From an optimization exercise on the open Yosys and OpenROAD flow, aimed at small area and a short achievable clock period; shortcuts taken in it are not production practice.
Function was checked by simulation only, so behaviour that the tests miss may differ from the original.
Power figures rest on the tool's default switching activity, not on a simulated workload.

== run A ==
==> flow/design.v (excerpt) <==
module processor(clk,reset,instr,PC,opcode,rd_index,rs_index,rt_index,shamt,constant,address,rd_value,rs_value,rt_value,low_out,high_out,SR);
input clk,reset;
input [15:0] instr;
output [7:0] PC;
output [3:0] opcode;
output [2:0] rd_index, rs_index, rt_index, shamt;
output [5:0] constant;
output [8:0] address;
output [15:0] rd_value,rs_value,rt_value,low_out,high_out,SR;
control_unit cal1(instr,opcode,rd_index,rs_index,rt_index,shamt,constant,address);
wire [3:0] op = opcode;
reg [7:0] pc;
reg [15:0] R [0:7];
reg [15:0] RAM [0:7];
reg [31:0] ps, pc2;    
reg [3:0] flags_q;
wire op_r    = ~op[3];                  
wire op_rs   = ~(op[3] & op[2]);        
wire is_sw   = (op == 4'd11);
wire is_mul  = (op == 4'd3);
wire wr_en   = ~(is_mul | (op[3] & (op[2] | (op[1] & op[0]))));
reg [15:0] rs_v, rt_v, st_v;
integer i;
always @(*) begin
	rs_v = 16'd0;
	rt_v = 16'd0;
	st_v = 16'd0;
	for (i = 0; i < 8; i = i + 1) begin
		rs_v = rs_v | (R[i] & {16{op_rs & (rs_index == i)}});
		rt_v = rt_v | (R[i] & {16{op_r & (rt_index == i)}});
		st_v = st_v | (R[i] & {16{rd_index == i}});
	end
end
assign rs_value = rs_v;
assign rt_value = rt_v;
  ...
Size in the first run: ~3,000 cells after synthesis, roughly 330 flip-flops, about 150 I/O pins, ~27,000 sq um of cells after synthesis.
==> flow/config.mk <==
export PLATFORM = sky130hd
export DESIGN_NAME = processor
export DESIGN_NICKNAME = processor
export VERILOG_FILES = /design/flow/design.v
export SDC_FILE = /design/flow/constraint.sdc
export NUM_CORES = 4
export LEC_CHECK = 0
export CAP_MARGIN = 20
export CORE_MARGIN = 2
export CORE_UTILIZATION = 55
export SLEW_MARGIN = 20
==> flow/constraint.sdc <==
create_clock -name core_clock -period 8.5 [get_ports {clk}]
set_input_delay 1.7000 -clock core_clock [delete_from_list [all_inputs] [get_ports {clk}]]
set_output_delay 1.7000 -clock core_clock [all_outputs]
set_load 0.01 [all_outputs]
standard.sh (not shown) runs the stock make flow with config.mk's settings and CLKGATE_MAP_FILE= SYNTH_SCRIPT=/design/flow/synth_recipe.tcl, a recipe that flattens the netlist after the stock synthesis.
==> flow/flow/run.sh <==
#!/bin/bash
# The standard layout (standard.sh), with one change: the port buffers that
# global placement inserts on every input and output are buf_1 cells instead
# of the resizer's default pick (clkdlybuf4s50_1, a delay cell).
set -euo pipefail
export BUFFER_PORTS_ARGS="-buffer_cell sky130_fd_sc_hd__buf_1"
bash standard.sh > standard.log 2>&1
Run A completed end to end with timing, DRC and antenna clean.
What run B does differently from run A at the input level:
==> flow/flow/run.sh <==
#!/bin/bash
# The standard layout (standard.sh), with one change: the port buffers that
# global placement inserts on every input and output are buf_4 cells instead
# of the resizer's default pick (clkdlybuf4s50_1, a delay cell).
set -euo pipefail
export BUFFER_PORTS_ARGS="-buffer_cell sky130_fd_sc_hd__buf_4"
bash standard.sh > standard.log 2>&1
diff --git a/flow/config.mk b/flow/config.mk
--- a/flow/config.mk
+++ b/flow/config.mk
@@ -9,3 +9,4 @@
 export CORE_MARGIN = 2
-export CORE_UTILIZATION = 55
+export CORE_UTILIZATION = 40
+export CTS_BUF_LIST = sky130_fd_sc_hd__clkbuf_4
 export SLEW_MARGIN = 20
Notes after the runs:
Looking at the reports, run B completed the entire flow and the layout it produced met the timing, DRC and antenna checks.
Run A ran to completion and came out clean on the timing, DRC and antenna checks.
Going from run A to run B, final total power went down about 2.3%; final weighted congestion in routability-driven placement held; sequential portion of the cell area went down 0.63 points; share of power burned in combinational logic went up 1.8 points.
When the final numbers for run B and run A were put side by side, the global-route usage over all layers turned out to be smaller in run B.
Taking run A as 1.0, run B lands at 2.7 on number of clock buffer instances in the layout.
Relative contribution of the clock network to total power, run B and run A: higher on run A
Run A vs run B, start point of the critical path: instr[6] vs instr[15]
Setup changes, run B to run C
==> flow/flow/run.sh <==
#!/bin/bash
# The standard layout (standard.sh), with one change: the port buffers that
# global placement inserts on every input and output are buf_1 cells instead
# of the resizer's default pick (clkdlybuf4s50_1, a delay cell).
set -euo pipefail
export BUFFER_PORTS_ARGS="-buffer_cell sky130_fd_sc_hd__buf_1"
bash standard.sh > standard.log 2>&1
diff --git a/flow/config.mk b/flow/config.mk
--- a/flow/config.mk
+++ b/flow/config.mk
@@ -9,4 +9,3 @@
 export CORE_MARGIN = 2
-export CORE_UTILIZATION = 40
-export CTS_BUF_LIST = sky130_fd_sc_hd__clkbuf_4
+export CORE_UTILIZATION = 60
 export SLEW_MARGIN = 20
==> comparison <==
Run C: no failed stages, no open violations at the end
Summary of run C over run B: number of antenna violations at the first check in global routing fell 1, number of cells on the worst reg-to-reg path fell by 1, met2 demand-to-capacity share in global routing shows an increase of 20 points.
Against run B as the reference, run C delivers a lower total non-filler cell area in the finished layout.
Area overhead of the layout relative to synthesis (lower): run C
Run C: final cell count 392 below run B
What run D does differently from run C at the input level:
==> flow/flow/run.sh <==
#!/bin/bash
# The standard layout (standard.sh), with one change: the port buffers that
# global placement inserts on every input and output are buf_4 cells instead
# of the resizer's default pick (clkdlybuf4s50_1, a delay cell).
set -euo pipefail
export BUFFER_PORTS_ARGS="-buffer_cell sky130_fd_sc_hd__buf_4"
bash standard.sh > standard.log 2>&1
diff --git a/flow/config.mk b/flow/config.mk
--- a/flow/config.mk
+++ b/flow/config.mk
@@ -9,3 +9,4 @@
 export CORE_MARGIN = 2
-export CORE_UTILIZATION = 60
+export CORE_UTILIZATION = 40
+export CTS_BUF_LIST = sky130_fd_sc_hd__clkbuf_4 sky130_fd_sc_hd__clkbuf_8
 export SLEW_MARGIN = 20
[summary]
Summary — global-route track usage on met1, run D relative to run C: lower, by 16 points.
Area of the multi-input gates across run C and run D: no real change.
From run D to run C, sequential cell count did not move at all.
From run C to run D, residual DRC count did not move at all.
Maximum operating frequency of run C is on par with run D.
Compared with run C, run D shows detailed-route via count lower by 539.
Run C and run D ended up with roughly the same critical path arrival.
Going from run C to run D, the design area was found to have gone up by 3.5%.
Compared with run C, run D shows first-iteration DRC count lower by about 23%.
In the reports for run C and run D, the smaller combinational cell fraction of total power belongs to run C.
Run D vs run C: reported leakage power up in run D
### run D -> run E
==> flow/flow/run.sh <==
#!/bin/bash
# The standard layout (standard.sh), with one change: the port buffers that
# global placement inserts on every input and output are buf_1 cells instead
# of the resizer's default pick (clkdlybuf4s50_1, a delay cell).
set -euo pipefail
export BUFFER_PORTS_ARGS="-buffer_cell sky130_fd_sc_hd__buf_1"
bash standard.sh > standard.log 2>&1
diff --git a/flow/config.mk b/flow/config.mk
--- a/flow/config.mk
+++ b/flow/config.mk
@@ -9,4 +9,6 @@
 export CORE_MARGIN = 2
-export CORE_UTILIZATION = 40
-export CTS_BUF_LIST = sky130_fd_sc_hd__clkbuf_4 sky130_fd_sc_hd__clkbuf_8
+export CORE_UTILIZATION = 55
+export CTS_CLUSTER_DIAMETER = 110
+export CTS_CLUSTER_SIZE = 27
+export SETUP_SLACK_MARGIN = 1.0
 export SLEW_MARGIN = 20
Results
Run E went all the way through synthesis, placement and routing and the layout is clean on timing, DRC and antenna.
Looking at share of final layout cell area taken by non-clock buffers, run E sits 1.0 points below run D.
Run comparison: run E slowest cell on the critical path or3b_4; run D slowest cell on the critical path a2111oi_0
Compared run E vs run D, and combinational power share is up in run E.
Run E ends up with lower number of antenna cells inserted than run D does.
The lower sequential cell area share of run E and run D is in run D.
Looking at wire length on met3 across run E and run D, the one that comes out lower is run D.
#### Input delta (run F over run E)
diff --git a/flow/config.mk b/flow/config.mk
--- a/flow/config.mk
+++ b/flow/config.mk
@@ -10,5 +10,3 @@
 export CORE_UTILIZATION = 55
-export CTS_CLUSTER_DIAMETER = 110
-export CTS_CLUSTER_SIZE = 27
-export SETUP_SLACK_MARGIN = 1.0
+export SETUP_SLACK_MARGIN = 2.0
 export SLEW_MARGIN = 20
## What came out
Compared run F against run E; routed length per instance within noise. Of run F and run E, it is run F that has the higher power. In run F, the post-route worst setup slack came out 0.060 ns above the value in run E. Run comparison: run F top routing layer in use met5; run E top routing layer in use met4.

[separate check: timing with driven ports]
No port has a modelled driver above. Below, the same layouts with a new extraction and two added sets of constraints.
Step 1, drivers: a clkbuf_16 drives clk and a buf_2 each remaining input, both assumed.
Step 2, shift: input delay + t, output delay - t, t = (earliest + latest rising clock arrival at the registers) / 2. This alone moves slack from input paths to output paths.
a / b / c = ideal / step 1 / step 2; a / b = the first two.
| run | t, ns | setup slack, ns | latest minus earliest clock arrival (ns) | slew at the worst register clock pin (ns) | cell pins on the clock port's net |
|---|---|---|---|---|---|
| run A | 0.626 | 0.325 / 0.300 / 0.300 | 0.050 / 0.050 | 0.06 / 0.06 | 1 |
| run B | 0.949 | 0.178 / 0.154 / 0.154 | 0.082 / 0.082 | 0.08 / 0.08 | 1 |
| run C | 0.654 | 0.163 / 0.130 / 0.130 | 0.020 / 0.020 | 0.06 / 0.06 | 1 |
| run D | 0.765 | 0.174 / 0.151 / 0.151 | 0.048 / 0.048 | 0.07 / 0.07 | 1 |
| run E | 0.630 | 1.013 / 0.953 / 0.896 | 0.044 / 0.044 | 0.11 / 0.11 | 1 |
| run F | 0.645 | 1.073 / 1.013 / 1.013 | 0.042 / 0.042 | 0.06 / 0.06 | 1 |
After both steps every run listed still meets setup and hold. The setup slack of run E, which loses most, moves by -0.060 ns with the drivers and by -0.117 ns with both steps.
